This design comes from an exercise in tuning for small area on the open sky130 flow, not from production work.
Function was checked by simulation only, so behaviour that the tests miss may differ from the original.
The clock cells of runs 6 to 9 come from the design's own scripts or RTL, not from TritonCTS.
The clock port is modelled as an ideal driver, which makes a skipped or thinned clock tree look cheaper than it is; a real chip needs a root buffer or a tree.
Power is estimated from default activity; no workload was simulated.

==> design.v <==
module debounc_1 (
	clk,
	n_rst,
	din,
	rise
);
input clk;
input n_rst;
input din;
output rise;
localparam [14:0] LOAD = 15'h1484;
reg [14:0] cnt;
reg din_d1;
reg dout_d1;
wire restart = din ^ din_d1;
wire idle = ~|cnt[13:0];
wire zero = idle & ~cnt[14];
wire [14:0] cnt_step = {cnt[13:0], ~(cnt[14] ^ cnt[7]) & ~idle};
assign rise = zero & din_d1 & ~dout_d1;
always @(posedge clk or negedge n_rst)
	if(!n_rst) begin
		din_d1 <= 1'b0;
		cnt <= 15'h0;
		dout_d1 <= 1'b0;
	end
	else begin
		din_d1 <= din;
		cnt <= restart ? LOAD : cnt_step;
		if (zero) dout_d1 <= din_d1;
	end
endmodule
module debounc_2 (
	clk,
	n_rst,
	din,
	rise
);
input clk;
input n_rst;
input din;
output reg rise;
localparam [14:0] LOAD = 15'h1484;
reg [14:0] cnt;
reg din_d1;
reg dnext;
reg up;
wire restart = din ^ din_d1;
wire idle = ~|cnt[13:0];    
wire [14:0] cnt_step = {cnt[13:0], ~(cnt[14] ^ cnt[7]) & ~idle};
wire start = idle & restart;
always @(posedge clk or negedge n_rst)
	if(!n_rst) begin
		din_d1 <= 1'b0;
		cnt <= 15'h0;
		dnext <= 1'b0;
		up <= 1'b0;
		rise <= 1'b0;
	end
	else begin
		din_d1 <= din;
		cnt <= cnt_step | ({15{start}} & LOAD);
		if (start) dnext <= din;
		up <= start & din & ~dnext;
		rise <= up;
	end
endmodule
module debounc_3 (
	clk,
	n_rst,
	din,
	rise
);
input clk;
input n_rst;
input din;
output rise;
localparam [14:0] LOAD = 15'h1484;
reg [14:0] cnt;
reg din_d1;
reg dout_d1;
wire restart = din ^ din_d1;
wire idle = ~|cnt[13:0];
wire zero = idle & ~cnt[14];
wire [14:0] cnt_step = {cnt[13:0], ~(cnt[14] ^ cnt[7]) & ~idle};
assign rise = zero & din_d1 & ~dout_d1;
always @(posedge clk or negedge n_rst)
	if(!n_rst) begin
		din_d1 <= 1'b0;
		cnt <= 15'h0;
		dout_d1 <= 1'b0;
	end
	else begin
		din_d1 <= din;
		cnt <= cnt_step | ({15{idle & restart}} & LOAD);
		if (zero) dout_d1 <= din_d1;
	end
endmodule
module edge_det_p(
    clk,
    n_rst,
    b0,
    b0_on
);
input clk;
input n_rst;
input b0;
output b0_on;
reg b0_d1;
always @(posedge clk or negedge n_rst)
if(!n_rst) begin
    b0_d1 <= 1'b0;
end
else begin
    b0_d1 <= b0;
end
assign b0_on = b0 & ~b0_d1;
endmodule
module led(
  clk,
  n_rst,
  din,
  dout
  );
input clk;
input n_rst;
input din;
output dout;
localparam [19:0] LOAD = 20'h5665;
reg [19:0] counter;
wire idle = ~|counter[18:0];    
wire [19:0] step = {counter[18:0], ~(counter[19] ^ counter[16]) & ~idle};
always @(posedge clk or negedge n_rst)
  if (!n_rst) counter <= 20'h0;
  else counter <= din ? LOAD : step;
assign dout = ~idle;
endmodule
module doorlock_hdl(
  clk,
  n_rst,
  bt,
  btstar,
  opened
);
input clk;
input n_rst;
input [9:0] bt;
input btstar;
output opened;
parameter S_IDLE = 3'h0;
parameter S_FIRST = 3'h1;
parameter S_SEC = 3'h3;
parameter S_LAST = 3'h6;
parameter S_OPEN = 3'h4;
parameter S_FAKE = 3'h2;
parameter S_IDLE_O = 3'h5;
reg [2:0] c_state, n_state;
wire bt_any = |bt;
always @(posedge clk or negedge n_rst)
  if(!n_rst) c_state <= S_IDLE;
  else c_state <= n_state;
always @(*)
  case (c_state)
    S_IDLE, S_IDLE_O : n_state = bt[1] ? S_FIRST : S_IDLE;
    S_FIRST : n_state = bt[2] ? S_SEC : (btstar | bt_any) ? S_IDLE : S_FIRST;
    S_SEC : n_state = bt[7] ? S_LAST : btstar ? S_IDLE : bt_any ? S_FAKE : S_SEC;
    S_LAST : n_state = btstar ? S_OPEN : bt[7] ? S_LAST : bt_any ? S_FAKE : S_LAST;
    S_OPEN : n_state = S_IDLE_O;
    S_FAKE : n_state = bt[7] ? S_LAST : btstar ? S_IDLE : S_FAKE;
    default : n_state = S_IDLE;
  endcase
assign opened = (c_state == S_IDLE_O);
endmodule
module bd_if(
  clk,
  n_rst,
  bt_i,
  btstar_i,
  led_i,
  bt_o,
  btstar_o,
  led_o
  );
input clk;
input n_rst;
input [9:0] bt_i;
input btstar_i;
input led_i;
output [9:0] bt_o;
output btstar_o;
output led_o;
debounc_1 u_debounc0(.clk(clk), .n_rst(n_rst), .din(bt_i[0]), .rise(bt_o[0]));
debounc_1 u_debounc1(.clk(clk), .n_rst(n_rst), .din(bt_i[1]), .rise(bt_o[1]));
debounc_2 u_debounc2(.clk(clk), .n_rst(n_rst), .din(bt_i[2]), .rise(bt_o[2]));
debounc_2 u_debounc3(.clk(clk), .n_rst(n_rst), .din(bt_i[3]), .rise(bt_o[3]));
debounc_2 u_debounc4(.clk(clk), .n_rst(n_rst), .din(bt_i[4]), .rise(bt_o[4]));
debounc_2 u_debounc5(.clk(clk), .n_rst(n_rst), .din(bt_i[5]), .rise(bt_o[5]));
debounc_3 u_debounc6(.clk(clk), .n_rst(n_rst), .din(bt_i[6]), .rise(bt_o[6]));
debounc_3 u_debounc7(.clk(clk), .n_rst(n_rst), .din(bt_i[7]), .rise(bt_o[7]));
debounc_3 u_debounc8(.clk(clk), .n_rst(n_rst), .din(bt_i[8]), .rise(bt_o[8]));
debounc_3 u_debounc9(.clk(clk), .n_rst(n_rst), .din(bt_i[9]), .rise(bt_o[9]));
edge_det_p u_edgedet_pstar(.clk(clk), .n_rst(n_rst), .b0(~btstar_i), .b0_on(btstar_o));
led u_led(.clk(clk), .n_rst(n_rst), .din(led_i), .dout(led_o));
endmodule
module top(
	clk,
	n_rst,
	bt,
	btstar,
	led
);
input clk;
input n_rst;
input [9:0] bt;
input btstar;
output led;
wire [9:0] bt_w;
wire btstar_w;
wire open_w;
bd_if u_bd_if(
    .clk(clk),
    .n_rst(n_rst),
    .bt_i(bt),
    .btstar_i(btstar),
    .led_i(open_w),
    .bt_o(bt_w),
    .btstar_o(btstar_w),
    .led_o(led)
);
doorlock_hdl u_doorlock(
    .clk(clk),
    .n_rst(n_rst),
    .bt(bt_w),
    .btstar(btstar_w),
    .opened(open_w)
);
endmodule
==> flow/run.sh <==
#!/bin/bash
# The standard layout (standard.sh) with three changes:
# - after the standard synthesis, its combinational logic is re-mapped by
#   flow/reopt.ys (registers untouched), and the layout continues from that;
# - the port buffers are the smallest buffer (BUFFER_PORTS_ARGS);
# - clock tree synthesis inserts no dummy loads and uses small clusters
#   of small buffers (CTS_ARGS).
# Each tool's output goes to a log file in this folder.
set -euo pipefail
export BUFFER_PORTS_ARGS="-buffer_cell sky130_fd_sc_hd__buf_1"
export CTS_ARGS="-sink_clustering_enable -repair_clock_nets -dont_use_dummy_load -buf_list {sky130_fd_sc_hd__clkbuf_4} -sink_clustering_size 10 -sink_clustering_max_diameter 40"
R=$PWD/orfs/results/$FLOW_PLATFORM/top/base
LIB=$FLOW_HOME/platforms/$FLOW_PLATFORM/lib/sky130_fd_sc_hd__tt_025C_1v80.lib
YOSYS=$(command -v yosys || echo $FLOW_HOME/../tools/install/yosys/bin/yosys)
bash standard.sh $R/1_2_yosys.v > synth.log 2>&1
cp $R/1_2_yosys.v standard_1_2_yosys.v
sed -e "s#LIBFILE#$LIB#g; s#IN_NETLIST#$PWD/standard_1_2_yosys.v#; s#OUT_NETLIST#$PWD/reopt_1_2_yosys.v#" flow/reopt.ys > reopt_run.ys
"$YOSYS" -s reopt_run.ys > reopt.log 2>&1
cp reopt_1_2_yosys.v $R/1_2_yosys.v
bash standard.sh > standard.log 2>&1
==> flow/reopt.ys <==
# Re-map the combinational logic of the standard synthesis netlist with a
# stronger area-oriented ABC script. Flip-flops (and tie cells) are kept as
# black boxes, so every register keeps its name and cell type.
read_liberty -ignore_miss_func LIBFILE
read_verilog IN_NETLIST
hierarchy -top top
setattr -mod -set blackbox 1 sky130_fd_sc_hd__df* sky130_fd_sc_hd__sdf* sky130_fd_sc_hd__edf* sky130_fd_sc_hd__sedf* sky130_fd_sc_hd__dl* sky130_fd_sc_hd__conb_1
flatten -noscopeinfo
opt_clean
abc -liberty LIBFILE -dont_use sky130_fd_sc_hd__probe_p_8 -dont_use sky130_fd_sc_hd__probec_p_8 -dont_use sky130_fd_sc_hd__lpflow_* -script +strash;&get,-n;&dch,-f;&nf,-a,-R,1000;&put
opt_clean -purge
hierarchy -top top
rename -enumerate
hilomap -singleton -hicell sky130_fd_sc_hd__conb_1 HI -locell sky130_fd_sc_hd__conb_1 LO
insbuf -buf sky130_fd_sc_hd__buf_4 A X
opt_clean -purge
tee -o reopt_stat.txt stat -liberty LIBFILE
write_verilog -noattr -noexpr -nohex -nodec OUT_NETLIST
==> standard.sh <==
#!/bin/bash
# synth_recipe.tcl (not shown) runs the flow's synth.tcl, then flattens the netlist and writes it again
# the make line also repeats each setting of config.mk as NAME=value (left out here)
make -C /OpenROAD-flow-scripts/flow DESIGN_CONFIG=/design/flow/config.mk WORK_HOME=/design/flow/orfs CLKGATE_MAP_FILE= SYNTH_SCRIPT=/design/flow/synth_recipe.tcl "${@:-finish}"
==> config.mk <==
export PLATFORM = sky130hd
export DESIGN_NAME = top
export DESIGN_NICKNAME = top
export VERILOG_FILES = /design/flow/design.v
export SDC_FILE = /design/flow/constraint.sdc
export NUM_CORES = 4
export LEC_CHECK = 0
export CAP_MARGIN = 20
export CORE_MARGIN = 2
export CORE_UTILIZATION = 85
export SLEW_MARGIN = 20
==> constraint.sdc <==
create_clock -name core_clock -period 10.0 [get_ports {clk}]
set_input_delay 2.0000 -clock core_clock [delete_from_list [all_inputs] [get_ports {clk}]]
set_output_delay 2.0000 -clock core_clock [all_outputs]
set_load 0.01 [all_outputs]
==> flow_metrics.tcl, run 1 <==
set metrics [dict create \
    die_h_um 91.6 \
    failing_step "3_5_place_dp" \
    hpwl_detailed_um 9810 \
    error_message "[ERROR DPL-0033] detailed placement checks failed during check placement." \
    synthesis.instances 447 \
    ys_warn_count 6 \
    initial_utilization 0.890 \
    synthesis.area_per_instance_um2 14.6 \
    synthesis.nets 460 \
    result_of_the_run "stopped before the end" \
    syn_area_um2 6520 \
    width_of_the_die_um 91.6 \
    std_cell_rows 31 \
    place_congestion 0.811 \
    design.portCount 14 \
    numPortBuffers 13 \
]
[worst max path at each step]
| stage | start | endpoint | slack, ps | cells after the start |
|---|---|---|---|---|
| floorplan | u_bd_if.u_led.counter[12] | led | 7000 | 4 |
| global placement | n_rst | u_bd_if.u_debounc3.cnt[0] | 5680 | 3 |
[power by group through the flow]
stage / logic, mW / clock network, mW / registers [mW]
floorplan: 0.109 / 0 / 1.17
global placement: 0.142 / 0 / 1.21
[through the flow]
stage | instances | area (um^2) | worst slack (ps)
2_1_floorplan | 447 | 6520 | 7000
3_3_place_gp | 561 | 6710 | 5680
==> run 2: changes to the inputs <==
--- a/config.mk
+++ b/config.mk
@@ -8,4 +8,4 @@
 export CAP_MARGIN = 20
 export CORE_MARGIN = 2
-export CORE_UTILIZATION = 85
+export CORE_UTILIZATION = 70
 export SLEW_MARGIN = 20
==> run 2 against run 1 <==
Now clean on timing, DRC and antenna. Area after synthesis unchanged. Synthesized cell count unchanged.
==> flow_metrics.tcl, run 2 <==
set metrics [dict create \
    grt_antenna_before_repair 0 \
    syn2layout_area_growth_pct 5.99 \
    syn_area_um2 6520 \
    ys_warn_count 6 \
    finalHoldViolCount 0 \
    design.portCount 14 \
    report.final.setup_viol 0 \
    crit_end_element "output port" \
    antenna_cells 0 \
    worst_ep_arrival_time_ps 1830 \
    detail_route.wl_per_cell_um 15.7 \
    first_pass_iters 4 \
    reg2reg_depth 8 \
    tritoncts "done" \
    ctsLongestPathBuffers 3 \
    critical-path-top-cell-by-count "nor4_1" \
    power-per-cell-area_nw_per_um2 245 \
    final_net_count 501 \
    total_gr_overflow 0 \
    max_cap_viol_count 0 \
    registers.top_by_ff_count "u_bd_if.u_led.counter" \
    routed-via-count 3361 \
    setup.worst_path.start "u_bd_if.u_led.counter[12]" \
    width_of_the_die_um 101 \
    cts_sinks 202 \
    largest_reg_flops 20 \
    initial_utilization 0.713 \
    routed_via_density 5.63 \
    ctsHtreeMaxLevel 1 \
    worst-endpoint-required_ps 8000 \
    grt_pass1_wl_um 16300 \
    number_of_max_slew_violations_in_the_final_report 0 \
    remaining_drc_errors 0 \
    rsz0062_at_grt "false" \
    clock_skew_ps 29.8 \
    crit_path_top_delay_cell "dfrtp_1" \
    worstHoldPathType "flip-flop to flip-flop" \
    vias_in_the_first_global_route 3524 \
    worst-setup-path-type "flip-flop to output port" \
    power_mw 1.70 \
    synthesis.area_per_instance_um2 14.6 \
    regToRegSetupSlack_ps 7590 \
    numPortBuffers 13 \
    root_buffer "clkbuf_4" \
    hpwl_detailed_um 6110 \
    rr_endpoint "u_doorlock.c_state[2]" \
    synthesis.instances 447 \
    max_clock_freq_mhz 261 \
    mostFrequentLayoutCell "dfrtp_1" \
    number_of_buffers_inserted_during_clock_tree_synthesis 24 \
    worst-path-max-fanout 2 \
    dieArea_um2 10100 \
    globalRouteTotalUtil 0.205 \
    hold_buffers 0 \
    period_minus_slack_ps 3830 \
    die_h_um 101 \
    detail_route.wirelength_um 9380 \
    grt_max_degree 90 \
    layout_common_cells "dfrtp_1, and2_0, or2_0" \
    setup_tns_ps 0 \
    drt.antenna.violating_nets 0 \
    place_congestion 0.886 \
    clk-insertion-delay-late_ps 580 \
    r2r_path_start "u_bd_if.u_debounc1.cnt[7]" \
    cp-endpoint "led" \
    synthesis.nets 460 \
    worst_path_dominant_cell_family "simple AND/OR/NAND/NOR gates" \
    worst-path-buf-inv 1 \
    critPathMaxStageDelay_ps 390 \
    number_of_instances_resized_during_post_cts_repair 0 \
    power.ir.vdd_worst_mv 0.145 \
    detailedRoute.firstIterationViolations 129 \
    final.period_utilization 0.383 \
    floorplan.core_area_um2 9150 \
    cp_num_cells 5 \
    cts.reportedPaths.clkPinSlew_ps 100 \
    result_of_the_run "no timing/DRC/antenna violations" \
    startpoint_type "flip-flop" \
    path_cells "nor4_1 -> nand2_1 -> nor4_1 -> nand3_1 -> buf_1" \
    std_cell_rows 35 \
    post_route_cells_drive_above_1_share 0.0556 \
    cts_setup_buffers 0 \
    worstMarginPinSlew_ps 932 \
    slew_headroom 0.374 \
    total_leakage_power_nw 2.92 \
]
## run 2: how the worst min path moves through the flow
stage                               startpoint                    endpoint  slack (ps)  cells past startpoint
finish              u_bd_if.u_debounc5.cnt[10]  u_bd_if.u_debounc5.cnt[11]         360                      0
global placement         u_bd_if.u_debounc5.up     u_bd_if.u_debounc5.rise         340                      0
CTS                      u_bd_if.u_debounc5.up     u_bd_if.u_debounc5.rise         360                      0
detailed placement       u_bd_if.u_debounc5.up     u_bd_if.u_debounc5.rise         340                      0
global route        u_bd_if.u_debounc5.cnt[10]  u_bd_if.u_debounc5.cnt[11]         370                      0
floorplan                u_bd_if.u_debounc2.up     u_bd_if.u_debounc2.rise         330                      0
## run 2: stage by stage
step           std cells  setup WS, ps  hold slack [ps]  utilization  area, um^2
6_report             597          6170              359        0.755        6910
3_5_place_dp         573          6280              341        0.735        6730
5_1_grt              597          6000              368        0.755        6910
4_1_cts              597          6130              365        0.755        6910
2_1_floorplan        447          7000              331            -        6520
3_3_place_gp         573          6330              335        0.735        6730
## run 2: power breakdown
group,switching [mW],internal [mW]
Clock,0.232,0.111
Sequential,0.141,1.07
Combinational,0.0690,0.0773
Total,0.441,1.25
## run 2: final cells by class
type	count	area (um^2)
clock buffer	24	180
fill	575	2240
inverter	4	15.0
multi-input combinational	241	1450
sequential	202	5050
tap	111	139
timing repair buffer	15	71.3
## run 2: metal layers
| metal | vias to the layer above | part of all wire | track usage |
|---|---|---|---|
| met5 | - | 0 | 0 |
| met4 | 0 | 0.024 | 0.0590 |
| met3 | 24 | 0.028 | 0.0388 |
| met2 | 45 | 0.45 | 0.304 |
| li1 | 1604 | - | - |
| met1 | 1688 | 0.50 | 0.324 |
==> run 3: changes to the inputs <==
--- a/flow/reopt.ys
+++ b/flow/reopt.ys
@@ -8,5 +8,5 @@
 flatten -noscopeinfo
 opt_clean
-abc -liberty LIBFILE -dont_use sky130_fd_sc_hd__probe_p_8 -dont_use sky130_fd_sc_hd__probec_p_8 -dont_use sky130_fd_sc_hd__lpflow_* -script +strash;&get,-n;&dch,-f;&nf,-a,-R,1000;&put
+abc -liberty LIBFILE -dont_use sky130_fd_sc_hd__probe_p_8 -dont_use sky130_fd_sc_hd__probec_p_8 -dont_use sky130_fd_sc_hd__lpflow_* -script +strash;dc2;dc2;&get,-n;&dch,-f;&nf,-a,-R,1000;&dch,-f;&nf,-a,-R,1000;&put;mfs3,-a
 opt_clean -purge
 hierarchy -top top
==> run 3 against run 2 <==
Largest cell class unchanged. Wire length shrank 0.63%. Clock skew is 49 ps higher. Still clean. Via count is 2.6% lower.
==> flow_metrics.tcl, run 3 <==
set metrics [dict create \
    initial_utilization 0.711 \
    synthesis.area_per_instance_um2 14.6 \
    place_congestion 0.771 \
    path_cells "nor4_1 -> nand2_1 -> nor4_1 -> nand3_1 -> buf_1" \
    total_gr_overflow 0 \
    synthesis.nets 455 \
    rsz0062_at_grt "false" \
    largest_reg_flops 20 \
    power-per-cell-area_nw_per_um2 245 \
    routed_via_density 5.52 \
    mostFrequentLayoutCell "dfrtp_1" \
    number_of_max_slew_violations_in_the_final_report 0 \
    final.period_utilization 0.381 \
    grt.met2_usage 0.295 \
    total_leakage_power_nw 3.11 \
    floorplan.core_area_um2 9110 \
    ctsLongestPathBuffers 3 \
    grt_antenna_before_repair 0 \
    layout_common_cells "dfrtp_1, nor4_1, nor2_1" \
    routed-via-count 3273 \
    period_minus_slack_ps 3810 \
    worst-path-buf-inv 1 \
    result_of_the_run "no timing/DRC/antenna violations" \
    critPathMaxStageDelay_ps 390 \
    busiest_layer "met1" \
    worst-setup-path-type "flip-flop to output port" \
    drt.antenna.violating_nets 0 \
    worstHoldPathType "flip-flop to flip-flop" \
    first_pass_iters 4 \
    worst_hold_margin_ps 353 \
    ys_warn_count 6 \
    nFillCells 601 \
    numPortBuffers 13 \
    finalHoldViolCount 0 \
    number_of_instances_resized_during_post_cts_repair 0 \
    worstMarginPinSlew_ps 976 \
    power.ir.vdd_worst_mv 0.165 \
    min_from "u_bd_if.u_debounc5.cnt[0]" \
    post_route_cells_drive_above_1_share 0.0581 \
    detailedRoute.firstIterationViolations 103 \
    tritoncts "done" \
    antenna_cells 0 \
    root_buffer "clkbuf_4" \
    syn2layout_area_growth_pct 6.09 \
    slew_headroom 0.344 \
    max_cap_viol_count 0 \
    registers.top_by_ff_count "u_bd_if.u_led.counter" \
    detail_route.wirelength_um 9320 \
    max_clock_freq_mhz 263 \
    report.final.setup_viol 0 \
    std_cell_rows 35 \
    synthesis.instances 442 \
    cts.reportedPaths.clkPinSlew_ps 100 \
    r2r_path_start "u_bd_if.u_debounc7.cnt[13]" \
    design.portCount 14 \
    number_of_buffers_inserted_during_clock_tree_synthesis 25 \
    startpoint_type "flip-flop" \
    setup.worst_path.start "u_bd_if.u_led.counter[0]" \
    crit_end_element "output port" \
    width_of_the_die_um 100 \
    setup_tns_ps 0 \
    routing_usage_on_met1 0.328 \
    remaining_drc_errors 0 \
    worst-endpoint-required_ps 8000 \
    grt.met3_usage 0.0418 \
    ctsHtreeMaxLevel 1 \
    cts_sinks 202 \
    die_h_um 100 \
    hpwl_detailed_um 5920 \
    vias_in_the_first_global_route 3441 \
    grt_pass1_wl_um 16300 \
    cts_setup_buffers 0 \
    clk-insertion-delay-late_ps 600 \
    crit_path_top_delay_cell "dfrtp_1" \
    final_net_count 497 \
    globalRouteTotalUtil 0.204 \
    critical-path-top-cell-by-count "nor4_1" \
    hold_buffers 0 \
    syn_area_um2 6470 \
    worst-path-max-fanout 2 \
    worst_ep_arrival_time_ps 1810 \
    clock_skew_ps 78.7 \
    grt_max_degree 78 \
    detail_route.wl_per_cell_um 15.7 \
    worst_path_dominant_cell_family "simple AND/OR/NAND/NOR gates" \
    dieArea_um2 10000 \
]
[run 3: layout make-up]
cell class,count,area [um^2],share of cell area
Timing Repair Buffer,15,67.6,0.00984
Multi-Input combinational cell,237,1410,0.205
Clock buffer,25,188,0.0273
Tap cell,111,139,0.0202
Sequential cell,202,5050,0.736
Inverter,3,11.3,0.00164
[run 3: final timing paths]
kind,endpoint,slack [ps],cells past startpoint
max in group asynchronous,u_bd_if.u_debounc1.cnt[14],7110,2
max,led,6190,5
min reg2reg,u_bd_if.u_debounc5.cnt[1],350,0
min in group asynchronous,u_doorlock.c_state[1],1550,1
max reg2reg,u_doorlock.c_state[2],7920,10
min,u_bd_if.u_debounc5.cnt[1],350,0
[run 3: metrics by stage]
step	instances	instance area [um^2]	setup slack [ps]	utilization	power (mW)
floorplan	442	6470	7000	-	1.26
global placement	568	6680	6430	0.734	1.34
detailed placement	568	6680	6370	0.734	1.35
CTS	593	6870	6160	0.754	1.70
global route	593	6870	5980	0.754	1.78
finish	593	6870	6190	0.754	1.68
[run 3: routing by layer]
metal  vias up  share of wire
li1       1578              -
met1      1637           0.50
met2        42           0.45
met3        16          0.035
met4         0          0.021
met5         -              0
[run 3: report_power, final]
| part | internal (mW) | total, mW | switching, mW |
|---|---|---|---|
| clock | 0.115 | 0.346 | 0.231 |
| sequential | 1.05 | 1.18 | 0.134 |
| combinational | 0.0795 | 0.152 | 0.0721 |
[run 3: worst reg2reg max path: cells and delay by family (launching register included)]
family             cells  cell delay [ps]
DFF                    1              390
and+or+nand+nor        9             1440
AOI/OAI and AO/OA      1               90
==> run 4: changes to the inputs <==
--- a/design.v
+++ b/design.v
@@ -39,6 +39,7 @@
 input n_rst;
 input din;
-output reg rise;
+output rise;
 localparam [14:0] LOAD = 15'h1484;
+localparam [14:0] LOAD_NEXT = 15'h2908;
 reg [14:0] cnt;
 reg din_d1;
@@ -49,4 +50,5 @@
 wire [14:0] cnt_step = {cnt[13:0], ~(cnt[14] ^ cnt[7]) & ~idle};
 wire start = idle & restart;
+assign rise = up & (cnt == LOAD_NEXT);
 always @(posedge clk or negedge n_rst)
 	if(!n_rst) begin
@@ -55,12 +57,12 @@
 		dnext <= 1'b0;
 		up <= 1'b0;
-		rise <= 1'b0;
 	end
 	else begin
 		din_d1 <= din;
 		cnt <= cnt_step | ({15{start}} & LOAD);
-		if (start) dnext <= din;
-		up <= start & din & ~dnext;
-		rise <= up;
+		if (start) begin
+			dnext <= din;
+			up <= din & ~dnext;
+		end
 	end
 endmodule
--- a/flow/run.sh
+++ b/flow/run.sh
@@ -9,5 +9,5 @@
 set -euo pipefail
 export BUFFER_PORTS_ARGS="-buffer_cell sky130_fd_sc_hd__buf_1"
-export CTS_ARGS="-sink_clustering_enable -repair_clock_nets -dont_use_dummy_load -buf_list {sky130_fd_sc_hd__clkbuf_4} -sink_clustering_size 10 -sink_clustering_max_diameter 40"
+export CTS_ARGS="-sink_clustering_enable -repair_clock_nets -dont_use_dummy_load -buf_list {sky130_fd_sc_hd__clkbuf_8} -sink_clustering_size 20 -sink_clustering_max_diameter 50"
 R=$PWD/orfs/results/$FLOW_PLATFORM/top/base
 LIB=$FLOW_HOME/platforms/$FLOW_PLATFORM/lib/sky130_fd_sc_hd__tt_025C_1v80.lib
==> run 4 against run 3 <==
Final cell count increased by 2.0%. Global-route usage rose by 2.3 points. Fmax shrank 0.72%. Wire length grew 3.6%. Core utilization up 0.27 points. Hold slack gained 4.0 ps. Largest cell class unchanged.
==> flow_metrics.tcl, run 4 <==
set metrics [dict create \
    ctsLongestPathBuffers 2 \
    routed_via_density 5.71 \
    power-per-cell-area_nw_per_um2 243 \
    final_net_count 509 \
    registers.top_by_ff_count "u_bd_if.u_led.counter" \
    regToRegSetupSlack_ps 7640 \
    place_congestion 0.779 \
    detail_route.wirelength_um 9660 \
    max_cap_viol_count 0 \
    grt_pass1_wl_um 17100 \
    globalRouteTotalUtil 0.227 \
    r2r_path_start "u_bd_if.u_debounc2.cnt[5]" \
    total_leakage_power_nw 3.08 \
    finalHoldViolCount 0 \
    remaining_drc_errors 0 \
    grt_antenna_before_repair 0 \
    worstHoldPathType "flip-flop to flip-flop" \
    slew_headroom 0.397 \
    post_route_cells_drive_above_1_share 0.0405 \
    dieArea_um2 10000 \
    reg2reg_depth 8 \
    hold_buffers 0 \
    report.final.setup_viol 0 \
    synthesis.nets 475 \
    ctsHtreeMaxLevel 4 \
    multi_input_area_um2 1490 \
    rsz0062_at_grt "false" \
    mostFrequentLayoutCell "dfrtp_1" \
    final.period_utilization 0.383 \
    first_pass_iters 4 \
    layout_common_cells "dfrtp_1, nor2_1, and2_0" \
    initial_utilization 0.709 \
    ys_warn_count 6 \
    number_of_instances_resized_during_post_cts_repair 0 \
    final_design_area_no_fill_um2 6890 \
    nFillCells 593 \
    crit_end_element "output port" \
    cts_setup_buffers 0 \
    critPathMaxStageDelay_ps 510 \
    grt_max_degree 78 \
    root_buffer "clkbuf_8" \
    syn2layout_area_growth_pct 6.82 \
    total_gr_overflow 0 \
    numPortBuffers 13 \
    cts.reportedPaths.clkPinSlew_ps 90 \
    clk-insertion-delay-late_ps 440 \
    detail_route.wl_per_cell_um 16.0 \
    worst-endpoint-required_ps 8000 \
    power.ir.vdd_worst_mv 0.151 \
    setup_tns_ps 0 \
    crit_path_top_delay_cell "or4_1" \
    min_delay_path_depth 0 \
    rr_endpoint "u_doorlock.c_state[2]" \
    drt.antenna.violating_nets 0 \
    hpwl_detailed_um 6550 \
    min_from "u_bd_if.u_debounc9.cnt[8]" \
    syn_area_um2 6450 \
    tritoncts "done" \
    largest_reg_flops 20 \
    worst-path-max-fanout 2 \
    number_of_max_slew_violations_in_the_final_report 0 \
    worst-setup-path-type "flip-flop to output port" \
    cts_sinks 198 \
    worst_path_dominant_cell_family "simple AND/OR/NAND/NOR gates" \
    synthesis.instances 462 \
    worstHoldEndpoint "u_bd_if.u_debounc9.cnt[9]" \
    die_h_um 100 \
    max_clock_freq_mhz 261 \
    floorplan.core_area_um2 9110 \
    result_of_the_run "no timing/DRC/antenna violations" \
    width_of_the_die_um 100 \
    post_dp_cell_area_um2 6660 \
    design.portCount 14 \
    number_of_buffers_inserted_during_clock_tree_synthesis 17 \
    worstMarginPinSlew_ps 898 \
    period_minus_slack_ps 3830 \
    antenna_cells 0 \
    worst-path-buf-inv 1 \
    routed-via-count 3454 \
    clock_skew_ps 28.7 \
    startpoint_type "flip-flop" \
    final-seq-area_um2 4950 \
    synthesis.area_per_instance_um2 14.0 \
    path_cells "or4_1 -> nor4_1 -> nand4_1 -> buf_1" \
    vias_in_the_first_global_route 3527 \
    detailedRoute.firstIterationViolations 137 \
    std_cell_rows 35 \
    worst_ep_arrival_time_ps 1830 \
]
## run 4: changes by cell type in the layout (fill, tap and decap cells not counted), sizes merged, moves of 5 or more
cell    delta
nor2      +18
nand2     +10
nor4       -5
clkbuf     -7
or4        +5
or2        -7
nor3b      -9
nand2b     +8
and2       +8
nor2b     -18
## run 4: metal layers
metal,wire length (um),track usage,share of wire
met1,4940,0.352,0.51
met4,140,0.0769,0.014
met5,0,0,0
met2,4330,0.326,0.45
met3,253,0.0550,0.026
## run 4: area by class of cell
type / count / area share
clock buffer: 17 / 0.0339
inverter: 3 / 0.00163
multi-input combinational: 261 / 0.216
sequential: 198 / 0.719
tap: 111 / 0.0201
timing repair buffer: 15 / 0.00980
## run 4: worst register-to-register path, cell delays in order (launching register included)
cell,delay (ps)
dfrtp_1,390
nor4_1,350
nand3_1,140
or4b_1,630
o41ai_1,130
nor4_1,120
o2111ai_1,140
nor3b_1,230
o22ai_1,90
## run 4: through the flow
step	hold slack (ps)	cells	utilization	worst slack [ps]	power, mW
floorplan	354	462	-	6800	1.23
global placement	359	588	0.731	6310	1.30
detailed placement	360	588	0.731	6260	1.32
CTS	358	605	0.757	6160	1.69
global route	361	605	0.757	5940	1.76
finish	357	605	0.757	6170	1.67
## run 4: how the worst max path moves through the flow
stage	start	to	slack [ps]	cells past startpoint
2_1_floorplan	u_bd_if.u_led.counter[0]	led	6800	3
3_3_place_gp	n_rst	u_bd_if.u_debounc2.dnext	6310	2
3_5_place_dp	n_rst	u_bd_if.u_debounc2.cnt[1]	6260	2
4_1_cts	u_bd_if.u_led.counter[0]	led	6160	4
5_1_grt	u_bd_if.u_led.counter[0]	led	5940	4
6_report	u_bd_if.u_led.counter[0]	led	6170	4
## run 4: report_power, final
part           switching [mW]  total [mW]  internal (mW)  leakage [nW]
Clock                   0.224       0.375          0.151         0.122
Combinational          0.0616       0.129         0.0669         0.538
Sequential              0.141        1.17           1.03          2.42
Total                   0.427        1.67           1.25          3.08
==> run 5: changes to the inputs <==
--- a/flow/run.sh
+++ b/flow/run.sh
@@ -9,5 +9,5 @@
 set -euo pipefail
 export BUFFER_PORTS_ARGS="-buffer_cell sky130_fd_sc_hd__buf_1"
-export CTS_ARGS="-sink_clustering_enable -repair_clock_nets -dont_use_dummy_load -buf_list {sky130_fd_sc_hd__clkbuf_8} -sink_clustering_size 20 -sink_clustering_max_diameter 50"
+export CTS_ARGS="-sink_clustering_enable -repair_clock_nets -dont_use_dummy_load -buf_list {sky130_fd_sc_hd__clkbuf_4 sky130_fd_sc_hd__clkbuf_8} -sink_clustering_size 10 -sink_clustering_max_diameter 40"
 R=$PWD/orfs/results/$FLOW_PLATFORM/top/base
 LIB=$FLOW_HOME/platforms/$FLOW_PLATFORM/lib/sky130_fd_sc_hd__tt_025C_1v80.lib
==> run 5 against run 4 <==
Sequential share of layout area unchanged. Cell area unchanged. Clock-buffer cell count did not move. Sequential cell count unchanged. Total power is the same. Wire length did not move. Synthesized cell count unchanged. Still clean on timing, DRC and antenna. Largest power group unchanged.
==> flow_metrics.tcl, run 5 <==
set metrics [dict create \
    worst_ep_arrival_time_ps 1830 \
    vias_in_the_first_global_route 3527 \
    clk-insertion-delay-late_ps 440 \
    ys_warn_count 6 \
    design.portCount 14 \
    worstMarginPinSlew_ps 898 \
    worst-path-buf-inv 1 \
    power.ir.vdd_worst_mv 0.151 \
    result_of_the_run "no timing/DRC/antenna violations" \
    grt_antenna_before_repair 0 \
    synthesis.nets 475 \
    max_clock_freq_mhz 261 \
    total_gr_overflow 0 \
    layout_common_cells "dfrtp_1, nor2_1, and2_0" \
    clock_skew_ps 28.7 \
    finalHoldViolCount 0 \
    slew_headroom 0.397 \
    post_route_cells_drive_above_1_share 0.0405 \
    min_delay_path_depth 0 \
    std_cell_rows 35 \
    number_of_max_slew_violations_in_the_final_report 0 \
    rsz0062_at_grt "false" \
    nFillCells 593 \
    setup_ws_ps 6170 \
    reg2reg_depth 8 \
    tritoncts "done" \
    routing_usage_on_met1 0.352 \
    critPathMaxStageDelay_ps 510 \
    report.final.setup_viol 0 \
    width_of_the_die_um 100 \
    detail_route.wl_per_cell_um 16.0 \
    setup_tns_ps 0 \
    grt_max_degree 78 \
    ctsLongestPathBuffers 2 \
    registers.top_by_ff_count "u_bd_if.u_led.counter" \
    hold_buffers 0 \
    period_minus_slack_ps 3830 \
    grt.met2_usage 0.326 \
    hpwl_detailed_um 6550 \
    first_pass_iters 4 \
    drt.antenna.violating_nets 0 \
    path_cells "or4_1 -> nor4_1 -> nand4_1 -> buf_1" \
    worst-path-max-fanout 2 \
    mostFrequentLayoutCell "dfrtp_1" \
    dieArea_um2 10000 \
    detail_route.wirelength_um 9660 \
    cts_sinks 198 \
    cts_setup_buffers 0 \
    routed-via-count 3454 \
    number_of_instances_resized_during_post_cts_repair 0 \
    antenna_cells 0 \
    remaining_drc_errors 0 \
    detailedRoute.firstIterationViolations 137 \
    place_congestion 0.779 \
    crit_path_top_delay_cell "or4_1" \
    final_net_count 509 \
    globalRouteTotalUtil 0.227 \
    max_cap_viol_count 0 \
    grt.met3_usage 0.0550 \
    numPortBuffers 13 \
    largest_reg_flops 20 \
    regToRegSetupSlack_ps 7640 \
    ctsHtreeMaxLevel 4 \
    final.period_utilization 0.383 \
    synthesis.area_per_instance_um2 14.0 \
    min_from "u_bd_if.u_debounc9.cnt[8]" \
    cts.reportedPaths.clkPinSlew_ps 90 \
    worstHoldPathType "flip-flop to flip-flop" \
    total_leakage_power_nw 3.08 \
    crit_end_element "output port" \
    busiest_layer "met1" \
    number_of_buffers_inserted_during_clock_tree_synthesis 17 \
    syn_area_um2 6450 \
    grt_pass1_wl_um 17100 \
    floorplan.core_area_um2 9110 \
    routed_via_density 5.71 \
    syn2layout_area_growth_pct 6.82 \
    worst-setup-path-type "flip-flop to output port" \
    pre_cts_slack_ps 6260 \
    rr_endpoint "u_doorlock.c_state[2]" \
    worstHoldEndpoint "u_bd_if.u_debounc9.cnt[9]" \
    startpoint_type "flip-flop" \
    r2r_path_start "u_bd_if.u_debounc2.cnt[5]" \
    worst_path_dominant_cell_family "simple AND/OR/NAND/NOR gates" \
    root_buffer "clkbuf_8" \
    synthesis.instances 462 \
    power-per-cell-area_nw_per_um2 243 \
    worst-endpoint-required_ps 8000 \
    initial_utilization 0.709 \
    die_h_um 100 \
]
run 5: where the power goes:
part | switching [mW] | total, mW | internal, mW
Sequential | 0.141 | 1.17 | 1.03
Combinational | 0.0616 | 0.129 | 0.0669
Clock | 0.224 | 0.375 | 0.151
run 5: area by class of cell:
type	count	area (um^2)	area share
sequential	198	4950	0.719
multi-input combinational	261	1490	0.216
clock buffer	17	234	0.0339
tap	111	139	0.0201
timing repair buffer	15	67.6	0.00980
inverter	3	11.3	0.00163
run 5: per-stage QoR:
step	cell area (um^2)	instances	utilization	power [mW]	hold slack, ps
final	6890	605	0.757	1.67	357
after floorplan	6450	462	-	1.23	354
after detailed placement	6660	588	0.731	1.32	360
after CTS	6890	605	0.757	1.69	358
after global routing	6890	605	0.757	1.76	361
after global placement	6660	588	0.731	1.30	359
run 5: how the worst max path moves through the flow:
| stage | startpoint | to | slack (ps) | cells past startpoint |
|---|---|---|---|---|
| 6_report | u_bd_if.u_led.counter[0] | led | 6170 | 4 |
| 5_1_grt | u_bd_if.u_led.counter[0] | led | 5940 | 4 |
| 4_1_cts | u_bd_if.u_led.counter[0] | led | 6160 | 4 |
| 3_5_place_dp | n_rst | u_bd_if.u_debounc2.cnt[1] | 6260 | 2 |
| 3_3_place_gp | n_rst | u_bd_if.u_debounc2.dnext | 6310 | 2 |
| 2_1_floorplan | u_bd_if.u_led.counter[0] | led | 6800 | 3 |
run 5: layer usage:
metal,vias to the layer above,share of wire
met5,-,0
met4,0,0.014
met3,15,0.026
met2,40,0.45
met1,1761,0.51
li1,1638,-
==> run 6: changes to the inputs <==
--- a/flow/run.sh
+++ b/flow/run.sh
@@ -4,10 +4,14 @@
 #   flow/reopt.ys (registers untouched), and the layout continues from that;
 # - the port buffers are the smallest buffer (BUFFER_PORTS_ARGS);
-# - clock tree synthesis inserts no dummy loads and uses small clusters
-#   of small buffers (CTS_ARGS).
+# - the clock tree is built by flow/cts_hook.tcl (a root buffer and one leaf
+#   buffer per cluster of flip-flops) in place of TritonCTS.
 # Each tool's output goes to a log file in this folder.
 set -euo pipefail
 export BUFFER_PORTS_ARGS="-buffer_cell sky130_fd_sc_hd__buf_1"
-export CTS_ARGS="-sink_clustering_enable -repair_clock_nets -dont_use_dummy_load -buf_list {sky130_fd_sc_hd__clkbuf_4 sky130_fd_sc_hd__clkbuf_8} -sink_clustering_size 10 -sink_clustering_max_diameter 40"
+export PRE_CTS_TCL=$PWD/flow/cts_hook.tcl
+export CTS_CLOCK_PORT=clk
+export CTS_LEAF_BUF=sky130_fd_sc_hd__clkbuf_4
+export CTS_LEAF_SIZE=12
+export CTS_ROOT_BUF=sky130_fd_sc_hd__clkbuf_8
 R=$PWD/orfs/results/$FLOW_PLATFORM/top/base
 LIB=$FLOW_HOME/platforms/$FLOW_PLATFORM/lib/sky130_fd_sc_hd__tt_025C_1v80.lib
==> flow/cts_hook.tcl (new file) <==
# Sourced by ORFS's cts.tcl (PRE_CTS_TCL) just before it calls
# clock_tree_synthesis. Replaces that command with a plain two-level clock
# tree: the clock port drives one root buffer, which drives one leaf buffer
# per cluster of at most CTS_LEAF_SIZE flip-flops. Clusters come from
# recursive bisection of the flip-flop positions, so every flip-flop sees
# the same two buffers between it and the clock port.

proc cts_split {sinks n} {
  set len [llength $sinks]
  if {$len <= $n} { return [list $sinks] }
  set xs {}; set ys {}
  foreach s $sinks { lappend xs [lindex $s 0]; lappend ys [lindex $s 1] }
  set xs [lsort -integer $xs]; set ys [lsort -integer $ys]
  set dx [expr {[lindex $xs end] - [lindex $xs 0]}]
  set dy [expr {[lindex $ys end] - [lindex $ys 0]}]
  set key [expr {$dx >= $dy ? 0 : 1}]
  set sorted [lsort -integer -index $key $sinks]
  set k [expr {($len + $n - 1) / $n}]
  set left [expr {int(round(double($len) * ($k / 2) / $k))}]
  if {$left < 1} { set left 1 }
  return [concat [cts_split [lrange $sorted 0 [expr {$left - 1}]] $n] \
                 [cts_split [lrange $sorted $left end] $n]]
}

proc cts_center {sinks} {
  set sx 0; set sy 0
  foreach s $sinks { incr sx [lindex $s 0]; incr sy [lindex $s 1] }
  set l [llength $sinks]
  return [list [expr {$sx / $l}] [expr {$sy / $l}]]
}

rename clock_tree_synthesis tritoncts_clock_tree_synthesis
proc clock_tree_synthesis {args} {
  set n $::env(CTS_LEAF_SIZE)
  set db [ord::get_db]
  set block [ord::get_db_block]
  set clk_net [[$block findBTerm $::env(CTS_CLOCK_PORT)] getNet]
  set leaf_master [$db findMaster $::env(CTS_LEAF_BUF)]
  set root_master [$db findMaster $::env(CTS_ROOT_BUF)]
  set sinks {}
  foreach it [$clk_net getITerms] {
    set bb [[$it getInst] getBBox]
    lappend sinks [list [expr {([$bb xMin] + [$bb xMax]) / 2}] \
                        [expr {([$bb yMin] + [$bb yMax]) / 2}] $it]
  }
  set clusters [cts_split $sinks $n]
  puts "own clock tree: [llength $sinks] sinks in [llength $clusters] leaf clusters"

  set root [odb::dbInst_create $block $root_master clkbuf_root]
  lassign [cts_center $sinks] x y
  $root setLocation $x $y
  $root setPlacementStatus PLACED
  set root_net [odb::dbNet_create $block clknet_root]
  $root_net setSigType CLOCK
  [$root findITerm A] connect $clk_net
  [$root findITerm X] connect $root_net

  set i 0
  foreach c $clusters {
    set b [odb::dbInst_create $block $leaf_master clkbuf_leaf_$i]
    lassign [cts_center $c] x y
    $b setLocation $x $y
    $b setPlacementStatus PLACED
    set net [odb::dbNet_create $block clknet_leaf_$i]
    $net setSigType CLOCK
    [$b findITerm A] connect $root_net
    [$b findITerm X] connect $net
    foreach s $c {
      set it [lindex $s 2]
      $it disconnect
      $it connect $net
    }
    puts "  leaf $i: [llength $c] sinks"
    incr i
  }
  set_propagated_clock [all_clocks]
}
==> run 6 against run 5 <==
Final cell count grew 0.17%. Clock power fell by 19%. First-iteration DRC count shrank 0.73%. Via count grew 0.43%. Synthesized cell count unchanged. Core utilization down 1.0 points. Clock skew shrank 8.4 ps. Hold slack better by 24 ps. Die area unchanged. Total power fell by 4.4%. Critical path depth unchanged. Largest power group unchanged. Highest routed layer unchanged.
==> flow_metrics.tcl, run 6 <==
set metrics [dict create \
    result_of_the_run "no timing/DRC/antenna violations" \
    cts.reportedPaths.clkPinSlew_ps 110 \
    synthesis.instances 462 \
    final.period_utilization 0.385 \
    power_mw 1.60 \
    ys_warn_count 6 \
    syn2layout_area_growth_pct 5.39 \
    startpoint_type "flip-flop" \
    routed-via-count 3469 \
    finalHoldViolCount 0 \
    std_cell_rows 35 \
    first_pass_iters 4 \
    pre_cts_slack_ps 6260 \
    period_minus_slack_ps 3850 \
    synthesis.area_per_instance_um2 14.0 \
    die_h_um 100 \
    initial_utilization 0.709 \
    design.portCount 14 \
    path_cells "or4_1 -> nor4_1 -> nand4_1 -> buf_1" \
    post_route_cells_drive_above_1_share 0.0424 \
    post-route-util 0.747 \
    nFillCells 596 \
    number_of_max_slew_violations_in_the_final_report 0 \
    worst-path-buf-inv 1 \
    worst_ep_arrival_time_ps 1850 \
    place_congestion 0.779 \
    switching_share 0.261 \
    rsz0062_at_grt "false" \
    grt_pass1_wl_um 16900 \
    cts_setup_buffers 0 \
    grt.met3_usage 0.0258 \
    share_clk_of_total_power 0.189 \
    clk-insertion-delay-late_ps 450 \
    clock_skew_ps 20.4 \
    registers.top_by_ff_count "u_bd_if.u_led.counter" \
    total_gr_overflow 0 \
    worst_path_dominant_cell_family "simple AND/OR/NAND/NOR gates" \
    detail_route.wirelength_um 9640 \
    width_of_the_die_um 100 \
    detail_route.wl_per_cell_um 15.9 \
    report.final.setup_viol 0 \
    worst-setup-path-type "flip-flop to output port" \
    antenna_cells 0 \
    regToRegSetupSlack_ps 7730 \
    routing_usage_on_met1 0.344 \
    worst-endpoint-required_ps 8000 \
    slew_headroom 0.388 \
    critPathMaxStageDelay_ps 510 \
    dieArea_um2 10000 \
    mostFrequentLayoutCell "dfrtp_1" \
    busiest_layer "met1" \
    grt_max_degree 78 \
    worstMarginPinSlew_ps 918 \
    remaining_drc_errors 0 \
    crit_path_top_delay_cell "or4_1" \
    globalRouteTotalUtil 0.209 \
    max_cap_viol_count 0 \
    detailedRoute.firstIterationViolations 136 \
    cellInternalPower_mw 1.18 \
    setup_ws_ps 6150 \
    max_clock_freq_mhz 260 \
    share_comb_of_total_power 0.080 \
    power-per-cell-area_nw_per_um2 235 \
    final_net_count 510 \
    setup_tns_ps 0 \
    total_leakage_power_nw 3.04 \
    grt_antenna_before_repair 0 \
    synthesis.nets 475 \
    number_of_instances_resized_during_post_cts_repair 0 \
    routed_via_density 5.72 \
    hold_buffers 0 \
    grt.met2_usage 0.318 \
    largest_reg_flops 20 \
    worstHoldPathType "flip-flop to flip-flop" \
    floorplan.core_area_um2 9110 \
    vias_in_the_first_global_route 3540 \
    numPortBuffers 13 \
    sequentialPowerShare 0.731 \
    layout_common_cells "dfrtp_1, nor2_1, and2_0" \
    worst-path-max-fanout 2 \
    crit_end_element "output port" \
    drt.antenna.violating_nets 0 \
    syn_area_um2 6450 \
    power.ir.vdd_worst_mv 0.154 \
    switching_power_uw 418 \
    hpwl_detailed_um 6550 \
]
## run 6: metrics by stage
stage	instance area, um^2	hold slack, ps	std cells
finish	6800	381	606
global route	6800	394	606
CTS	6800	384	606
detailed placement	6660	360	588
global placement	6660	359	588
floorplan	6450	354	462
## run 6: metal layers
layer  vias to the layer above  wire length (um)
met5                         -                 0
met4                         0               167
met3                        17               341
met2                        54              4310
met1                      1746              4820
li1                       1652                 -
## run 6: final timing paths
| check | startpoint | end | cells after the start |
|---|---|---|---|
| max | u_bd_if.u_led.counter[0] | led | 4 |
| min | u_bd_if.u_debounc9.cnt[2] | u_bd_if.u_debounc9.cnt[3] | 0 |
| max reg2reg | u_bd_if.u_debounc2.cnt[5] | u_doorlock.c_state[2] | 8 |
| min reg2reg | u_bd_if.u_debounc9.cnt[2] | u_bd_if.u_debounc9.cnt[3] | 0 |
| max in group asynchronous | n_rst | u_bd_if.u_debounc4.cnt[1] | 2 |
| min in group asynchronous | n_rst | u_bd_if.u_debounc0.din_d1 | 1 |
## run 6: worst register-to-register path, cell delays in order, from the launching register on
cell       delay (ps)
dfrtp_1           400
nor4_1            320
nand3_1           130
or4b_1            630
o41ai_1           130
nor4_1            120
o2111ai_1         150
nor3b_1           230
o22ai_1            90
## run 6: power by group through the flow
stage	Combinational [mW]	Clock, mW	Sequential (mW)
floorplan	0.0933	0	1.13
global placement	0.126	0	1.17
detailed placement	0.129	0	1.19
CTS	0.131	0.314	1.17
global route	0.148	0.340	1.20
finish	0.128	0.303	1.17
## run 6: area by class of cell
type | count | area (um^2) | share of cell area
Buffer | 18 | 141 | 0.0208
Inverter | 3 | 11.3 | 0.00166
Multi-Input combinational cell | 261 | 1490 | 0.219
Sequential cell | 198 | 4950 | 0.728
Tap cell | 111 | 139 | 0.0204
Timing Repair Buffer | 15 | 67.6 | 0.00993
==> run 7: changes to the inputs <==
--- a/flow/run.sh
+++ b/flow/run.sh
@@ -12,5 +12,5 @@
 export CTS_CLOCK_PORT=clk
 export CTS_LEAF_BUF=sky130_fd_sc_hd__clkbuf_4
-export CTS_LEAF_SIZE=12
+export CTS_LEAF_SIZE=10
 export CTS_ROOT_BUF=sky130_fd_sc_hd__clkbuf_8
 R=$PWD/orfs/results/$FLOW_PLATFORM/top/base
==> run 7 against run 6 <==
Synthesized cell count is the same. Still clean on timing, DRC and antenna. Final cell count grew 0.50%. Global-route usage grew 0.19 points. Worst setup slack lost 12 ps. Critical path type unchanged. Hold slack lost 2.2 ps. Sequential share of layout area shrank 0.24 points. Clock power grew 5%. Sequential power is essentially flat. Largest power group unchanged. Register-to-register slack is essentially flat.
==> flow_metrics.tcl, run 7 <==
set metrics [dict create \
    result_of_the_run "no timing/DRC/antenna violations" \
    ys_warn_count 6 \
    antenna_cells 0 \
    synthesis.instances 462 \
    min_from "u_bd_if.u_debounc9.cnt[2]" \
    multi_input_area_um2 1490 \
    place_congestion 0.779 \
    rsz0062_at_grt "false" \
    setup_tns_ps 0 \
    worst-path-max-fanout 2 \
    vias_in_the_first_global_route 3544 \
    worst_path_dominant_cell_family "simple AND/OR/NAND/NOR gates" \
    globalRouteTotalUtil 0.211 \
    max_cap_viol_count 0 \
    routed-via-count 3458 \
    routed_via_density 5.68 \
    detail_route.wl_per_cell_um 15.8 \
    drt.antenna.violating_nets 0 \
    crit_end_element "output port" \
    grt_pass1_wl_um 17100 \
    power-per-cell-area_nw_per_um2 237 \
    grt_antenna_before_repair 0 \
    path_cells "or4_1 -> nor4_1 -> nand4_1 -> buf_1" \
    power.ir.vdd_worst_mv 0.145 \
    largest_reg_flops 20 \
    mostFrequentLayoutCell "dfrtp_1" \
    worst-setup-path-type "flip-flop to output port" \
    hold_buffers 0 \
    number_of_max_slew_violations_in_the_final_report 0 \
    worst_ep_arrival_time_ps 1860 \
    setup.worst_path.start "u_bd_if.u_led.counter[0]" \
    total_leakage_power_nw 3.06 \
    first_pass_iters 4 \
    numPortBuffers 13 \
    post-place-cells 588 \
    crit_path_top_delay_cell "or4_1" \
    std_cell_rows 35 \
    initial_utilization 0.709 \
    syn_area_um2 6450 \
    registers.top_by_ff_count "u_bd_if.u_led.counter" \
    worst_hold_margin_ps 379 \
    clk-insertion-delay-late_ps 460 \
    clock_skew_ps 15.7 \
    worstHoldPathType "flip-flop to flip-flop" \
    max_clock_freq_mhz 259 \
    design.portCount 14 \
    cts_setup_buffers 0 \
    detail_route.wirelength_um 9620 \
    dieArea_um2 10000 \
    cts.reportedPaths.clkPinSlew_ps 100 \
    width_of_the_die_um 100 \
    period_minus_slack_ps 3860 \
    worst-endpoint-required_ps 8000 \
    worst-path-buf-inv 1 \
    syn2layout_area_growth_pct 5.74 \
    final_net_count 513 \
    finalHoldViolCount 0 \
    remaining_drc_errors 0 \
    final_cell_count_no_fill 609 \
    total_gr_overflow 0 \
    die_h_um 100 \
    hpwl_detailed_um 6550 \
    final.period_utilization 0.386 \
    nFillCells 603 \
    grt_max_degree 78 \
    critPathMaxStageDelay_ps 510 \
    final-seq-area_um2 4950 \
    worstMarginPinSlew_ps 907 \
    r2r_path_start "u_bd_if.u_debounc2.cnt[5]" \
    number_of_instances_resized_during_post_cts_repair 0 \
    layout_common_cells "dfrtp_1, nor2_1, and2_0" \
    synthesis.area_per_instance_um2 14.0 \
    report.final.setup_viol 0 \
    slew_headroom 0.395 \
    detailedRoute.firstIterationViolations 131 \
    synthesis.nets 475 \
    floorplan.core_area_um2 9110 \
    startpoint_type "flip-flop" \
    post_route_cells_drive_above_1_share 0.0482 \
]
## run 7: path summary, 6_finish.rpt
path / slack (ps) / to / depth (start not counted)
max: 6140 / led / 4
min: 380 / u_bd_if.u_debounc9.cnt[3] / 0
max reg2reg: 7720 / u_doorlock.c_state[2] / 8
min reg2reg: 380 / u_bd_if.u_debounc9.cnt[3] / 0
max in group asynchronous: 6860 / u_bd_if.u_debounc2.cnt[0] / 2
min in group asynchronous: 1700 / u_bd_if.u_debounc0.cnt[10] / 1
## run 7: stage by stage
stage                util  worst slack, ps  cell area, um^2  total power [mW]
finish              0.749             6140             6820              1.62
CTS                 0.749             6110             6820              1.63
floorplan               -             6800             6450              1.23
global placement    0.731             6310             6660              1.30
global route        0.749             5900             6820              1.71
detailed placement  0.731             6260             6660              1.32
## run 7: area by class of cell
cell class / instances / area share
sequential: 198 / 0.726
buffer: 21 / 0.0240
inverter: 3 / 0.00165
multi-input combinational: 261 / 0.218
tap: 111 / 0.0204
timing repair buffer: 15 / 0.00990
## run 7: per-layer routing
layer	track usage	share of wire	up-vias
met5	0	0	-
met4	0.0316	0.015	0
met3	0.0306	0.033	16
met2	0.319	0.45	44
met1	0.347	0.50	1747
li1	-	-	1651
## run 7: power by group
part	internal (mW)	switching [mW]	total [mW]
sequential	1.03	0.142	1.17
clock	0.101	0.217	0.318
combinational	0.0669	0.0616	0.128
total	1.20	0.421	1.62
==> run 8: changes to the inputs <==
--- a/flow/run.sh
+++ b/flow/run.sh
@@ -12,5 +12,5 @@
 export CTS_CLOCK_PORT=clk
 export CTS_LEAF_BUF=sky130_fd_sc_hd__clkbuf_4
-export CTS_LEAF_SIZE=10
+export CTS_LEAF_SIZE=11
 export CTS_ROOT_BUF=sky130_fd_sc_hd__clkbuf_8
 R=$PWD/orfs/results/$FLOW_PLATFORM/top/base
==> run 8 against run 7 <==
Wire length shrank 1.1%. Fmax grew 0.43%. Total power shrank 0.83%. Worst setup slack gained 16 ps. Critical path type unchanged. Largest cell class unchanged. Largest power group unchanged.
==> flow_metrics.tcl, run 8 <==
set metrics [dict create \
    result_of_the_run "no timing/DRC/antenna violations" \
    post-route-util 0.748 \
    post_route_cells_drive_above_1_share 0.0444 \
    critPathMaxStageDelay_ps 510 \
    crit_end_element "output port" \
    clk-insertion-delay-late_ps 450 \
    antenna_cells 0 \
    setup_tns_ps 0 \
    total_leakage_power_nw 3.05 \
    vias_in_the_first_global_route 3475 \
    share_comb_of_total_power 0.080 \
    max_cap_viol_count 0 \
    worst-path-buf-inv 1 \
    report.final.setup_viol 0 \
    cellInternalPower_mw 1.19 \
    numPortBuffers 13 \
    width_of_the_die_um 100 \
    number_of_max_slew_violations_in_the_final_report 0 \
    hpwl_detailed_um 6550 \
    routed_via_density 5.63 \
    post-place-cells 588 \
    period_minus_slack_ps 3840 \
    final_cell_count_no_fill 607 \
    place_congestion 0.779 \
    worst_ep_arrival_time_ps 1840 \
    synthesis.instances 462 \
    layout_common_cells "dfrtp_1, nor2_1, and2_0" \
    ys_warn_count 6 \
    cts.reportedPaths.clkPinSlew_ps 110 \
    switching_share 0.260 \
    std_cell_rows 35 \
    die_h_um 100 \
    worst-setup-path-type "flip-flop to output port" \
    synthesis.nets 475 \
    finalHoldViolCount 0 \
    grt_antenna_before_repair 0 \
    final.period_utilization 0.384 \
    startpoint_type "flip-flop" \
    path_cells "or4_1 -> nor4_1 -> nand4_1 -> buf_1" \
    pre_cts_slack_ps 6260 \
    grt_max_degree 78 \
    dieArea_um2 10000 \
    globalRouteTotalUtil 0.211 \
    detail_route.wl_per_cell_um 15.7 \
    worst-path-max-fanout 2 \
    number_of_instances_resized_during_post_cts_repair 0 \
    remaining_drc_errors 0 \
    slew_headroom 0.398 \
    final_design_area_no_fill_um2 6810 \
    floorplan.core_area_um2 9110 \
    clock_skew_ps 7.95 \
    syn_area_um2 6450 \
    switching_power_uw 416 \
    crit_path_top_delay_cell "or4_1" \
    grt_pass1_wl_um 17000 \
    registers.top_by_ff_count "u_bd_if.u_led.counter" \
    largest_reg_flops 20 \
    cts_setup_buffers 0 \
    sequentialPowerShare 0.729 \
    worst-endpoint-required_ps 8000 \
    power.ir.vdd_worst_mv 0.152 \
    total_gr_overflow 0 \
    power-per-cell-area_nw_per_um2 236 \
    power_mw 1.60 \
    detail_route.wirelength_um 9520 \
    synthesis.area_per_instance_um2 14.0 \
    initial_utilization 0.709 \
    hold_buffers 0 \
    syn2layout_area_growth_pct 5.51 \
    drt.antenna.violating_nets 0 \
    design.portCount 14 \
    share_clk_of_total_power 0.191 \
    routed-via-count 3417 \
    first_pass_iters 4 \
    max_clock_freq_mhz 260 \
    post_dp_cell_area_um2 6660 \
    worstMarginPinSlew_ps 897 \
    detailedRoute.firstIterationViolations 203 \
    mostFrequentLayoutCell "dfrtp_1" \
    final_net_count 511 \
    worst_path_dominant_cell_family "simple AND/OR/NAND/NOR gates" \
    worst_hold_margin_ps 381 \
    worstHoldPathType "flip-flop to flip-flop" \
    setup_ws_ps 6160 \
    rsz0062_at_grt "false" \
]
-- run 8: path summary, 6_finish.rpt --
kind	cells past startpoint	start	to	slack, ps
worst max-delay path	4	u_bd_if.u_led.counter[0]	led	6160
worst min-delay path	0	u_bd_if.u_debounc8.cnt[8]	u_bd_if.u_debounc8.cnt[9]	380
worst max register to register	8	u_bd_if.u_debounc2.cnt[5]	u_doorlock.c_state[2]	7710
worst min register to register	0	u_bd_if.u_debounc8.cnt[8]	u_bd_if.u_debounc8.cnt[9]	380
max in group asynchronous	2	n_rst	u_bd_if.u_debounc4.cnt[1]	6860
min in group asynchronous	1	n_rst	u_bd_if.u_debounc0.cnt[10]	1700
-- run 8: power groups by stage --
stage / Clock, mW / Sequential (mW) / Combinational (mW)
floorplan: 0 / 1.13 / 0.0933
global placement: 0 / 1.17 / 0.126
detailed placement: 0 / 1.19 / 0.129
CTS: 0.317 / 1.17 / 0.131
global route: 0.351 / 1.20 / 0.148
finish: 0.307 / 1.17 / 0.128
-- run 8: cell type report --
class	instances	area (um^2)
Tap cell	111	139
Multi-Input combinational cell	261	1490
Inverter	3	11.3
Sequential cell	198	4950
Buffer	19	149
Timing Repair Buffer	15	67.6
Fill cell	602	2300
-- run 8: metal layers --
layer / track usage / routed length (um) / share of wire
met5: 0 / 0 / 0
met4: 0.0369 / 151 / 0.016
met3: 0.0251 / 316 / 0.033
met2: 0.310 / 4260 / 0.45
met1: 0.356 / 4790 / 0.50
==> run 9: changes to the inputs <==
--- a/flow/run.sh
+++ b/flow/run.sh
@@ -13,5 +13,5 @@
 export CTS_LEAF_BUF=sky130_fd_sc_hd__clkbuf_4
 export CTS_LEAF_SIZE=11
-export CTS_ROOT_BUF=sky130_fd_sc_hd__clkbuf_8
+export CTS_ROOT_BUF=sky130_fd_sc_hd__clkbuf_2
 R=$PWD/orfs/results/$FLOW_PLATFORM/top/base
 LIB=$FLOW_HOME/platforms/$FLOW_PLATFORM/lib/sky130_fd_sc_hd__tt_025C_1v80.lib
==> run 9 against run 8 <==
Die area unchanged. Worst setup slack got worse by 330 ps. Sequential cell count unchanged. Critical path type unchanged. Critical endpoint unchanged. Highest routed layer unchanged.
==> flow_metrics.tcl, run 9 <==
set metrics [dict create \
    syn2layout_area_growth_pct 5.37 \
    hpwl_detailed_um 6550 \
    pre_cts_slack_ps 6260 \
    ys_warn_count 6 \
    cts.reportedPaths.clkPinSlew_ps 120 \
    clock_skew_ps 8.17 \
    mostFrequentLayoutCell "dfrtp_1" \
    synthesis.instances 462 \
    rr_endpoint "u_doorlock.c_state[2]" \
    antenna_cells 0 \
    min_from "u_bd_if.u_debounc8.cnt[8]" \
    number_of_max_slew_violations_in_the_final_report 0 \
    detail_route.wirelength_um 9520 \
    worst-path-max-fanout 2 \
    total_gr_overflow 0 \
    final.period_utilization 0.417 \
    report.final.setup_viol 0 \
    floorplan.core_area_um2 9110 \
    worstHoldPathType "flip-flop to flip-flop" \
    routed-via-count 3418 \
    power.ir.vdd_worst_mv 0.152 \
    die_h_um 100 \
    cts_setup_buffers 0 \
    startpoint_type "flip-flop" \
    final_net_count 511 \
    clk-insertion-delay-late_ps 780 \
    setup_tns_ps 0 \
    width_of_the_die_um 100 \
    largest_reg_flops 20 \
    reg2reg_depth 8 \
    slew_headroom 0.398 \
    detail_route.wl_per_cell_um 15.7 \
    initial_utilization 0.709 \
    setup.worst_path.start "u_bd_if.u_led.counter[0]" \
    worst_ep_arrival_time_ps 2170 \
    routed_via_density 5.63 \
    std_cell_rows 35 \
    drt.antenna.violating_nets 0 \
    numPortBuffers 13 \
    final_design_area_no_fill_um2 6800 \
    total_leakage_power_nw 3.05 \
    max_cap_viol_count 0 \
    place_congestion 0.779 \
    nFillCells 605 \
    post_dp_cell_area_um2 6660 \
    period_minus_slack_ps 4170 \
    result_of_the_run "no timing/DRC/antenna violations" \
    worstMarginPinSlew_ps 897 \
    first_pass_iters 4 \
    grt_pass1_wl_um 17000 \
    r2r_path_start "u_bd_if.u_debounc2.cnt[5]" \
    syn_area_um2 6450 \
    remaining_drc_errors 0 \
    post-route-util 0.747 \
    grt_antenna_before_repair 0 \
    max_clock_freq_mhz 240 \
    dieArea_um2 10000 \
    regToRegSetupSlack_ps 7710 \
    worst-endpoint-required_ps 8000 \
    final_cell_count_no_fill 607 \
    min_delay_path_depth 0 \
    layout_common_cells "dfrtp_1, nor2_1, and2_0" \
    design.portCount 14 \
    hold_buffers 0 \
    crit_end_element "output port" \
    worst-setup-path-type "flip-flop to output port" \
    rsz0062_at_grt "false" \
    setup_ws_ps 5830 \
    finalHoldViolCount 0 \
    worstHoldEndpoint "u_bd_if.u_debounc8.cnt[9]" \
    globalRouteTotalUtil 0.211 \
    synthesis.nets 475 \
    detailedRoute.firstIterationViolations 203 \
    power-per-cell-area_nw_per_um2 235 \
    synthesis.area_per_instance_um2 14.0 \
    registers.top_by_ff_count "u_bd_if.u_led.counter" \
    post_route_cells_drive_above_1_share 0.0444 \
    grt_max_degree 78 \
    vias_in_the_first_global_route 3475 \
    post-place-cells 588 \
    number_of_instances_resized_during_post_cts_repair 0 \
]
run 9: how the worst max path moves through the flow:
stage / to / depth (start not counted)
after global routing: led / 4
after floorplan: led / 3
final: led / 4
after detailed placement: u_bd_if.u_debounc2.cnt[1] / 2
after CTS: led / 4
after global placement: u_bd_if.u_debounc2.dnext / 2
run 9: per-stage QoR:
stage / power (mW) / hold slack [ps]
after floorplan: 1.23 / 354
after global placement: 1.30 / 359
after detailed placement: 1.32 / 360
after CTS: 1.61 / 381
after global routing: 1.69 / 388
final: 1.60 / 382
run 9: final cells by class:
| cell class | instances | area (um^2) | area share |
|---|---|---|---|
| Multi-Input combinational cell | 261 | 1490 | 0.219 |
| Tap cell | 111 | 139 | 0.0204 |
| Buffer | 19 | 140 | 0.0206 |
| Timing Repair Buffer | 15 | 67.6 | 0.00994 |
| Inverter | 3 | 11.3 | 0.00166 |
| Sequential cell | 198 | 4950 | 0.729 |
run 9: critical path: stages (launching register included):
cell     delay [ps]
dfrtp_1         390
or4_1           510
nor4_1          180
nand4_1         150
buf_1           160
run 9: power by group:
group / switching [mW] / internal [mW]
registers: 0.140 / 1.03
clock network: 0.215 / 0.0845
logic: 0.0612 / 0.0669
run 9: routing by layer:
metal  vias up  share of wire  track usage
met4         0          0.016       0.0369
li1       1652              -            -
met2        43           0.45        0.310
met3        13          0.033       0.0251
met1      1710           0.50        0.356
met5         -              0            0

-- afterwards: timing with drivers on the ports --
No port has a modelled driver above. Below, the same layouts with a new extraction and two added sets of constraints.
Step 1 assumes that a clkbuf_16 drives the clock port and a buf_2 every other input.
Step 2 adds t to the input delays and takes it off the output delays; t is the mean of the earliest and latest rising clock arrival at the registers after step 1. Input paths then give back, and output paths get back, about the clock's delay inside the block.
Slacks: no drivers / after step 1 / after step 2; pairs: no drivers / after step 1.
| run | t (ns) | slack for setup (ns) | cell pins on the clock port's net |
|---|---|---|---|
| run 2 | 0.599 | 6.173 / 6.143 / 6.724 | 1 |
| run 3 | 0.589 | 6.194 / 6.163 / 6.524 | 1 |
| run 4 | 0.458 | 6.166 / 6.132 / 6.363 | 1 |
| run 5 | 0.458 | 6.166 / 6.132 / 6.363 | 1 |
| run 6 | 0.475 | 6.151 / 6.119 / 6.378 | 1 |
| run 7 | 0.486 | 6.139 / 6.109 / 6.377 | 1 |
| run 8 | 0.478 | 6.156 / 6.126 / 6.388 | 1 |
| run 9 | 0.800 | 5.830 / 5.803 / 6.390 | 1 |
After both steps every run listed still meets setup and hold. The worst setup slack also covers recovery checks on asynchronous resets.
